From an optimization exercise on the open Yosys and OpenROAD flow, aimed at a short achievable clock period and few clock cycles; shortcuts taken in it are not production practice.
Function was checked by simulation only, so behaviour that the tests miss may differ from the original.
Power is estimated from default activity; no workload was simulated.

== v9 ==
// PipelineCPU
module PipelineCPU(
  input clk, rst,
  output [8:0] imem_addr,
  input [31:0] imem_data,
  output [8:0] dmem_addr,
  output [31:0] dmem_wdata,
  output dmem_we,
  input [31:0] dmem_rdata
);
  reg [8:0] pc;
  assign imem_addr = pc;
  wire [31:0] ins = imem_data;
  wire [4:0] rs = ins[25:21];
  wire [4:0] rt = ins[20:16];
  wire d_add, d_addi, d_lw, d_sw, d_beq, d_j;
  Ctl ctl(.op(ins[31:26]), .is_add(d_add), .is_addi(d_addi), .is_lw(d_lw),
          .is_sw(d_sw), .is_beq(d_beq), .is_j(d_j));
  wire beq_same = d_beq & (rs == rt);
  wire beq_cond = d_beq & (rs != rt);
  wire [4:0] dest = d_add ? ins[15:11] : rt;
  wire dest_nz = |dest;
  wire wr_alu = (d_add | d_addi) & dest_nz;
  wire wr_ld = d_lw & dest_nz;
  wire skippable = ~(wr_alu | wr_ld | d_sw | beq_cond);
  wire [31:0] rf_a, rf_b;
  reg ex_alu, ex_ld, ex_st, ex_br;
  reg f_am, f_bm, f_al, f_bl, f_aw, f_bw, f_sm, f_sw, f_any;
  reg [4:0] ex_dest;
  reg [31:0] ex_a, ex_bs, ex_sd;
  reg [8:0] ex_tgt;
  reg mem_alu, mem_ld, mem_st, mem_br;
  reg [4:0] mem_dest;
  reg [15:0] mem_ylo, mem_ahi, mem_bhi;
  reg mem_c16, mem_fa, mem_fb, mem_fa2, mem_fb2, mem_eqlo;
  reg [31:0] mem_wd;
  reg [8:0] mem_tgt;
  reg wb_wr;
  reg [4:0] wb_dest;
  reg [31:0] wb_val;
  wire [15:0] wb_hi = wb_val[31:16];
  reg [15:0] wb2_hi;
  wire ex_zero;
  reg wb_taken;
  reg [8:0] wb_tgt;
  wire [8:0] pc1, btgt, pm1;
  wire pc1_co, btgt_co, pm1_co;
  ALU #(.W(9)) inc(.a(pc), .b(9'd0), .ci(1'b1), .y(pc1), .co(pc1_co));
  ALU #(.W(9)) badd(.a(pc), .b(ins[8:0]), .ci(1'b1), .y(btgt), .co(btgt_co));
  ALU #(.W(9)) dec(.a(pc), .b(9'h1ff), .ci(1'b0), .y(pm1), .co(pm1_co));
  wire bz = d_beq & ex_alu & ~f_any &
            (((rt == 5'd0) & (rs == ex_dest)) | ((rs == 5'd0) & (rt == ex_dest)));
  wire bz_taken = bz & ex_zero;
  reg fv [0:15];
  ...
For scale: about 5400 cells after synthesis, about 1600 flip-flops, roughly 120 I/O pins, roughly 79000 µm² of cells after synthesis.
clock: 6.5 ns
lec_check: 0
cap_margin: 20
core_margin: 2
core_utilization: 40
setup_slack_margin: 4.3
slew_margin: 20
run.sh (not shown) runs the stock make flow with config.mk's settings and CLKGATE_MAP_FILE= SYNTH_SCRIPT=/design/flow/synth_recipe.tcl, a recipe that flattens the netlist after the stock synthesis.
v9: done, clean on timing, DRC and antenna
Testbench counts of v9, summed over its fixed seeds: cycles 62,604.
## Diff of input files: v28 against v9
-- flow/design.v --
<<< v9, line 116
  ALU #(.W(9)) badd(.a(pc), .b(ins[8:0]), .ci(1'b1), .y(btgt), .co(btgt_co));
  ALU #(.W(9)) dec(.a(pc), .b(9'h1ff), .ci(1'b0), .y(pm1), .co(pm1_co));
  wire bz = d_beq & ex_alu & ~f_any &
            (((rt == 5'd0) & (rs == ex_dest)) | ((rs == 5'd0) & (rt == ex_dest)));
  wire bz_taken = bz & ex_zero;
  reg fv [0:15];
  reg [4:0] ftag [0:15];
  reg [8:0] fsucc [0:15];
  reg [15:0] fidx;
  reg [14:0] fsel;
  integer e;
  always @(*) begin
    fsel = 15'd0;
    for (e = 0; e < 16; e = e + 1)
      fsel = fsel | ({15{fidx[e]}} & {fv[e], ftag[e], fsucc[e]});
  end
  wire fhit = fsel[14] & (fsel[13:9] == pc[8:4]);
  wire [8:0] seqn = fhit ? fsel[8:0] : pc1;
  wire [8:0] succ = d_j ? ins[8:0] : beq_same ? btgt : pc1;
  reg fu;
>>> v28, line 116
  ALU #(.W(9)) badd(.a(pc), .b(ins[8:0]), .ci(1'b1), .y(btgt), .co(btgt_co));
  ALU #(.W(9)) dec(.a(pc), .b(9'h1ff), .ci(1'b0), .y(pm1), .co(pm1_co));
  wire [4:0] bz_reg = (rt == 5'd0) ? rs : rt;
  wire bz = beq_cond & ((rt == 5'd0) | (rs == 5'd0)) & ex_alu & ~f_any &
            (bz_reg == ex_dest);
  wire bz_taken = bz & ex_zero;
  reg fv [0:15];
  reg [4:0] ftag [0:15];
  reg [8:0] fsucc [0:15];
  wire fhit = fv[pc[3:0]] & (ftag[pc[3:0]] == pc[8:4]);
  wire [8:0] seqn = fhit ? fsucc[pc[3:0]] : pc1;
  wire [8:0] succ = d_j ? ins[8:0] : beq_same ? btgt : pc1;
  reg fu;
<<< v9, line 156
    end
  end
  function [15:0] onehot(input [3:0] v);
    onehot = 16'd1 << v;
  endfunction
  reg [15:0] wb_tgt_oh;
  wire [8:0] pc_next = wb_taken ? wb_tgt :
                       d_j ? ins[8:0] :
                       (beq_same | bz_taken) ? btgt : seqn;
  wire [15:0] idx_next = wb_taken ? wb_tgt_oh :
                         d_j ? onehot(ins[3:0]) :
                         (beq_same | bz_taken) ? onehot(btgt[3:0]) :
                         fhit ? onehot(fsel[3:0]) : onehot(pc1[3:0]);
  always @(posedge clk) begin
    if (rst) begin
      pc <= 9'd0;
      fidx <= 16'd1;
    end else begin
      pc <= pc_next;
      fidx <= idx_next;
    end
  end
  wire mem_wr = mem_alu | mem_ld;
>>> v28, line 149
    end
  end
  always @(posedge clk) begin
    if (rst) pc <= 9'd0;
    else if (wb_taken) pc <= wb_tgt;
    else if (d_j) pc <= ins[8:0];
    else if (beq_same | bz_taken) pc <= btgt;
    else pc <= seqn;
  end
  wire mem_wr = mem_alu | mem_ld;
<<< v9, line 255
    wb_taken <= ~rst & br_taken & ~wb_taken;
    wb_tgt <= mem_tgt;
    wb_tgt_oh <= onehot(mem_tgt[3:0]);
    wb_dest <= mem_dest;
    wb_val <= mem_val;
>>> v28, line 235
    wb_taken <= ~rst & br_taken & ~wb_taken;
    wb_tgt <= mem_tgt;
    wb_dest <= mem_dest;
    wb_val <= mem_val;
### Flow results
Lower minimum setup slack in the final design goes to v9 over v28. Comparing v28 and v9, the higher count of fill cells added during filler insertion was measured on v28. v28 ended with less final critical path time including I/O delays and setup than v9. Part of the cycle the worst path needs was higher in v9 than in v28. Taking v9 as the reference, in v28 clock skew shows a reduction of 0.014 ns, adder-cell share of the synthesized area shows no meaningful change.
Testbench counts of v28, summed over its fixed seeds: cycles 62,604.

========
The RTL this note starts from:
==> flow/design.v <==
module ALU #(
  parameter W = 16
)(
  input [W-1:0] a, b,
  input ci,
  output [W-1:0] y,
  output co
);
  wire [W-1:0] p = a ^ b;
  wire [W-1:0] t = a | b;
  wire [W-1:0] gl [0:5];
  wire [W-1:0] tl [0:5];
  genvar i, k;
  generate
    for (i = 0; i < W; i = i + 1) begin : l1
      if (i >= 1) begin : s
        assign gl[1][i] = (a[i] & b[i]) | (a[i] & a[i-1] & b[i-1]) | (b[i] & a[i-1] & b[i-1]);
        assign tl[1][i] = t[i] & t[i-1];
      end else begin : n
        assign gl[1][i] = a[i] & b[i];
        assign tl[1][i] = t[i];
      end
    end
    for (k = 1; k < 5; k = k + 1) begin : lk
      for (i = 0; i < W; i = i + 1) begin : b
        if (i >= (1 << k)) begin : s
          assign gl[k+1][i] = gl[k][i] | (tl[k][i] & gl[k][i-(1<<k)]);
          assign tl[k+1][i] = tl[k][i] & tl[k][i-(1<<k)];
        end else begin : n
          assign gl[k+1][i] = gl[k][i];
          assign tl[k+1][i] = tl[k][i];
        end
      end
    end
  endgenerate
  wire [W:0] c = {gl[5] | (tl[5] & {W{ci}}), ci};
  assign y = p ^ c[W-1:0];
  assign co = c[W];
endmodule
module RegFile(
  input clk, rst, we,
  input [4:0] ra0, ra1, wa,
  input [31:0] wd,
  output [31:0] rd0, rd1
);
  reg [31:0] regvec[31:1];
  assign rd0 = (ra0 == 5'd0) ? 32'd0 : regvec[ra0];
  assign rd1 = (ra1 == 5'd0) ? 32'd0 : regvec[ra1];
  integer i;
  always @(posedge clk) begin
    if (rst) begin
      for (i = 1; i < 32; i = i + 1) regvec[i] <= 32'd0;
    end else if (we && wa != 5'd0) begin
      regvec[wa] <= wd;
    end
  end
endmodule
module Ctl(
  input [5:0] op,
  output is_add, is_addi, is_lw, is_sw, is_beq, is_j
);
  assign is_add = op == 6'b000000;
  assign is_addi = op == 6'b001000;
  assign is_lw = op == 6'b100011;
  assign is_sw = op == 6'b101011;
  assign is_beq = op == 6'b000100;
  assign is_j = op == 6'b000010;
endmodule
module PipelineCPU(
  input clk, rst,
  output [8:0] imem_addr,
  input [31:0] imem_data,
  output [8:0] dmem_addr,
  output [31:0] dmem_wdata,
  output dmem_we,
  input [31:0] dmem_rdata
);
  reg [8:0] pc;
  assign imem_addr = pc;
  wire [31:0] ins = imem_data;
  wire [4:0] rs = ins[25:21];
  wire [4:0] rt = ins[20:16];
  wire d_add, d_addi, d_lw, d_sw, d_beq, d_j;
  Ctl ctl(.op(ins[31:26]), .is_add(d_add), .is_addi(d_addi), .is_lw(d_lw),
          .is_sw(d_sw), .is_beq(d_beq), .is_j(d_j));
  wire beq_same = d_beq & (rs == rt);
  wire beq_cond = d_beq & (rs != rt);
  wire [4:0] dest = d_add ? ins[15:11] : rt;
  wire rd_nz = |ins[15:11];
  wire rt_nz = |rt;
  wire wr_alu = d_add & rd_nz | d_addi & rt_nz;
  wire wr_ld = d_lw & rt_nz;
  wire skippable = ~(wr_alu | wr_ld | d_sw | beq_cond);
  wire [31:0] rf_a, rf_b;
  reg ex_alu, ex_ld, ex_st, ex_br;
  reg f_am, f_bm, f_al, f_bl, f_aw, f_bw, f_an, f_bn, f_sm, f_sw, f_any;
  reg [4:0] ex_dest;
  reg [31:0] ex_a, ex_bs, ex_sd;
  reg [8:0] ex_tgt;
  reg mem_alu, mem_ld, mem_st, mem_br;
  reg [4:0] mem_dest;
  reg [15:0] mem_ylo, mem_ahi, mem_bhi;
  reg mem_c16, mem_fa, mem_fb, mem_eqlo;
  reg [31:0] mem_wd;
  reg [8:0] mem_tgt;
  reg wb_wr;
  reg [4:0] wb_dest;
  reg [31:0] wb_val;
  wire [15:0] wb_hi = wb_val[31:16];
  wire ex_zero;
  reg wb_taken;
  reg [8:0] wb_tgt;
  function [8:0] add9(input [8:0] a, input [8:0] b, input ci);
    reg [8:0] p, gg, tt;
    integer d, i;
    begin
      p = a ^ b;
      gg = a & b;
      tt = a | b;
      for (d = 1; d < 9; d = d * 2)
        for (i = 8; i >= d; i = i - 1) begin
          gg[i] = gg[i] | (tt[i] & gg[i-d]);
          tt[i] = tt[i] & tt[i-d];
        end
      add9 = p ^ {gg[7:0] | (tt[7:0] & {8{ci}}), ci};
    end
  endfunction
  wire [8:0] pc1 = add9(pc, 9'd0, 1'b1);
  wire [8:0] btgt = add9(pc, ins[8:0], 1'b1);
  wire [8:0] pm1 = add9(pc, 9'h1ff, 1'b0);
  wire bz = d_beq & ex_alu & ~f_any & (rt == 5'd0) & (rs == ex_dest);
  wire bz_go = bz & ex_zero & ~wb_taken;
  wire hold = d_sw & ex_alu & (rt == ex_dest);
  reg fv [0:7];
  reg [5:0] ftag [0:7];
  reg [8:0] fsucc [0:7];
  wire [7:0] fdec = 8'd1 << pc[2:0];
  reg [7:0] fmatch;
  reg [8:0] fsel;
  integer e;
  always @(*) begin
    fsel = 9'd0;
    for (e = 0; e < 8; e = e + 1) begin
      fmatch[e] = fdec[e] & fv[e] & (ftag[e] == pc[8:3]);
      fsel = fsel | ({9{fdec[e]}} & fsucc[e]);
    end
  end
  wire fhit = |fmatch;
  wire [8:0] succ = d_j ? ins[8:0] : beq_same ? btgt : pc1;
  reg fu;
  reg [8:0] fu_key;
  always @(posedge clk) begin
    fu <= ~rst & fold;
    fu_key <= pc;
  end
  reg fw;
  reg [8:0] fw_key, fw_succ;
  always @(posedge clk) begin
    fw <= ~rst & skippable;
    fw_key <= fu ? fu_key : pm1;
    fw_succ <= succ;
  end
  integer k;
  always @(posedge clk) begin
    if (rst) begin
      for (k = 0; k < 8; k = k + 1) fv[k] <= 1'b0;
    end else if (fw) begin
      fv[fw_key[2:0]] <= 1'b1;
      ftag[fw_key[2:0]] <= fw_key[8:3];
      fsucc[fw_key[2:0]] <= fw_succ;
    end
  end
  wire [8:0] pc_base = wb_taken ? wb_tgt :
                       hold ? pc :
                       d_j ? ins[8:0] :
                       beq_same ? btgt : pc1;
  wire fold = fhit & ~wb_taken & ~hold & ~d_j & ~beq_same & ~bz_go;
  wire [8:0] pc_next = fold ? fsel : bz_go ? btgt : pc_base;
  always @(posedge clk) begin
    if (rst) pc <= 9'd0;
    else pc <= pc_next;
  end
  wire mem_wr = mem_alu | mem_ld;
  wire [15:0] ahi = mem_fa ? wb_hi : mem_ahi;
  wire [15:0] bhi = mem_fb ? wb_hi : mem_bhi;
  wire br_taken = mem_br & mem_eqlo & (ahi == bhi);
  wire [15:0] yhi;
  wire co_hi;
  ALU #(.W(16)) alu_hi(.a(ahi), .b(bhi), .ci(mem_c16), .y(yhi), .co(co_hi));
  wire [31:0] mem_val = mem_ld ? dmem_rdata : {yhi, mem_ylo};
  wire [31:0] op_a = (wb_wr & (rs == wb_dest)) ? wb_val : rf_a;
  wire [31:0] op_b = (wb_wr & (rt == wb_dest)) ? wb_val : rf_b;
  wire ex_wr = ex_alu | ex_ld;
  wire use_b = d_add | d_beq;
  always @(posedge clk) begin
    if (rst | wb_taken | hold) begin
      ex_alu <= 1'b0;
      ex_ld <= 1'b0;
      ex_st <= 1'b0;
      ex_br <= 1'b0;
    end else begin
      ex_alu <= wr_alu;
      ex_ld <= wr_ld;
      ex_st <= d_sw;
      ex_br <= beq_cond & ~bz;
    end
    f_am <= ex_alu & (rs == ex_dest);
    f_bm <= ex_alu & (rt == ex_dest) & use_b;
    f_al <= ex_ld & (rs == ex_dest);
    f_bl <= ex_ld & (rt == ex_dest) & use_b;
    f_aw <= mem_wr & (rs == mem_dest) & ~(ex_wr & (rs == ex_dest));
    f_bw <= mem_wr & (rt == mem_dest) & ~(ex_wr & (rt == ex_dest)) & use_b;
    f_any <= ex_wr & ((rs == ex_dest) | (rt == ex_dest) & use_b) |
             mem_wr & ((rs == mem_dest) | (rt == mem_dest) & use_b);
    f_an <= ~(ex_wr & (rs == ex_dest)) & ~(mem_wr & (rs == mem_dest));
    f_bn <= ~(ex_wr & (rt == ex_dest) & use_b) & ~(mem_wr & (rt == mem_dest) & use_b);
    f_sm <= ex_ld & (rt == ex_dest);
    f_sw <= mem_wr & (rt == mem_dest) & ~(ex_wr & (rt == ex_dest));
    ex_dest <= dest;
    ex_a <= op_a;
    ex_bs <= (d_add | d_beq) ? op_b : {{16{ins[15]}}, ins[15:0]};
    ex_sd <= op_b;
    ex_tgt <= btgt;
  end
  wire [15:0] alo = {16{f_am}} & mem_ylo | {16{f_al}} & dmem_rdata[15:0] |
                    {16{f_aw}} & wb_val[15:0] | {16{f_an}} & ex_a[15:0];
  wire [15:0] blo = {16{f_bm}} & mem_ylo | {16{f_bl}} & dmem_rdata[15:0] |
                    {16{f_bw}} & wb_val[15:0] | {16{f_bn}} & ex_bs[15:0];
  wire [15:0] ylo;
  wire c16;
  ALU #(.W(16)) alu_lo(.a(alo), .b(blo), .ci(1'b0), .y(ylo), .co(c16));
  assign ex_zero = ((ex_a ^ ex_bs) == {ex_a[30:0] | ex_bs[30:0], 1'b0});
  wire [31:0] sd = f_sm ? dmem_rdata : f_sw ? wb_val : ex_sd;
  always @(posedge clk) begin
    if (rst | wb_taken) begin
      mem_alu <= 1'b0;
      mem_ld <= 1'b0;
      mem_st <= 1'b0;
      mem_br <= 1'b0;
    end else begin
      mem_alu <= ex_alu;
      mem_ld <= ex_ld;
      mem_st <= ex_st & ~br_taken;
      mem_br <= ex_br;
    end
    mem_dest <= ex_dest;
    mem_ylo <= ylo;
    mem_c16 <= c16;
    mem_ahi <= f_aw ? wb_val[31:16] : ex_a[31:16];
    mem_bhi <= f_bw ? wb_val[31:16] : ex_bs[31:16];
    mem_fa <= f_am | f_al;
    mem_fb <= f_bm | f_bl;
    mem_eqlo <= (alo == blo);
    mem_wd <= sd;
    mem_tgt <= ex_tgt;
  end
  assign dmem_addr = mem_ylo[10:2];
  assign dmem_wdata = mem_wd;
  assign dmem_we = mem_st;
  always @(posedge clk) begin
    wb_wr <= ~rst & mem_wr & ~wb_taken;
    wb_taken <= ~rst & br_taken & ~wb_taken;
    wb_tgt <= mem_tgt;
    wb_dest <= mem_dest;
    wb_val <= mem_val;
  end
  RegFile reg_file(.clk(clk), .rst(rst), .we(wb_wr), .wa(wb_dest), .wd(wb_val),
                   .ra0(rs), .ra1(rt), .rd0(rf_a), .rd1(rf_b));
endmodule
==> flow/config.mk <==
export PLATFORM = sky130hd
export DESIGN_NAME = PipelineCPU
export DESIGN_NICKNAME = PipelineCPU
export VERILOG_FILES = /design/flow/design.v
export SDC_FILE = /design/flow/constraint.sdc
export NUM_CORES = 4
export LEC_CHECK = 0
export CAP_MARGIN = 20
export CORE_MARGIN = 2
export CORE_UTILIZATION = 40
export SETUP_SLACK_MARGIN = 4.3
export SLEW_MARGIN = 20
==> flow/constraint.sdc <==
create_clock -name core_clock -period 6.5 [get_ports {clk}]
set_input_delay 1.3000 -clock core_clock [delete_from_list [all_inputs] [get_ports {clk}]]
set_output_delay 1.3000 -clock core_clock [all_outputs]
set_load 0.01 [all_outputs]
Testbench counts at the start, summed over its fixed seeds: cycles 63,462.
Next try:
--- a/flow/design.v
+++ b/flow/design.v
@@ -130,19 +130,19 @@
   wire [8:0] pm1 = add9(pc, 9'h1ff, 1'b0);
   wire bz = d_beq & ex_alu & ~f_any & (rt == 5'd0) & (rs == ex_dest);
   wire bz_go = bz & ex_zero & ~wb_taken;
   wire hold = d_sw & ex_alu & (rt == ex_dest);
-  reg fv [0:7];
-  reg [5:0] ftag [0:7];
-  reg [8:0] fsucc [0:7];
-  wire [7:0] fdec = 8'd1 << pc[2:0];
-  reg [7:0] fmatch;
+  reg fv [0:15];
+  reg [4:0] ftag [0:15];
+  reg [8:0] fsucc [0:15];
+  wire [15:0] fdec = 16'd1 << pc[3:0];
+  reg [15:0] fmatch;
   reg [8:0] fsel;
   integer e;
   always @(*) begin
     fsel = 9'd0;
-    for (e = 0; e < 8; e = e + 1) begin
-      fmatch[e] = fdec[e] & fv[e] & (ftag[e] == pc[8:3]);
+    for (e = 0; e < 16; e = e + 1) begin
+      fmatch[e] = fdec[e] & fv[e] & (ftag[e] == pc[8:4]);
       fsel = fsel | ({9{fdec[e]}} & fsucc[e]);
     end
   end
   wire fhit = |fmatch;
@@ -162,13 +162,13 @@
   end
   integer k;
   always @(posedge clk) begin
     if (rst) begin
-      for (k = 0; k < 8; k = k + 1) fv[k] <= 1'b0;
+      for (k = 0; k < 16; k = k + 1) fv[k] <= 1'b0;
     end else if (fw) begin
-      fv[fw_key[2:0]] <= 1'b1;
-      ftag[fw_key[2:0]] <= fw_key[8:3];
-      fsucc[fw_key[2:0]] <= fw_succ;
+      fv[fw_key[3:0]] <= 1'b1;
+      ftag[fw_key[3:0]] <= fw_key[8:4];
+      fsucc[fw_key[3:0]] <= fw_succ;
     end
   end
   wire [8:0] pc_base = wb_taken ? wb_tgt :
                        hold ? pc :
Die area increases by a few percent. Utilization climbs by 1.4 points. Register-to-register slack loses 0.04 ns. Sequential power went up by a little under a tenth. Critical path depth goes down by 4. Clock-buffer cell count climbs by 12. Setup slack degrades by 0.071 ns. Power goes up by a little under a tenth. Via count increases by a little under a tenth.
Testbench counts after the change, summed over its fixed seeds: cycles 63,165.

re-timing with driven ports:
Ports are ideal in the flow. The routed layouts listed here were re-timed in OpenROAD. Step 1 (the two cells are an assumption about what drives the block):
set clk [get_ports {clk}]
set_driving_cell -lib_cell sky130_fd_sc_hd__clkbuf_16 $clk
set_driving_cell -lib_cell sky130_fd_sc_hd__buf_2 [delete_from_list [all_inputs] $clk]
Step 2 also shifts input and output timing later by t, the mid clock arrival at the registers, as if the neighbouring blocks saw the same clock. a / b / c = ideal / step 1 / step 2; a / b = the first two.
run	t, ns	setup slack, ns	pins driven straight from the clock port
v9	0.926	3.075 / 3.060 / 2.134	1
v28	0.913	3.394 / 3.216 / 2.302	1
the first run of note 2	0.907	3.461 / 2.806 / 1.899	1
the second run of note 2	0.903	3.390 / 3.196 / 2.293	1
After both steps every run listed still meets setup and hold. For the first run of note 2, which loses most, drivers alone change the setup slack by -0.655 ns; drivers and shift together by -1.562 ns.
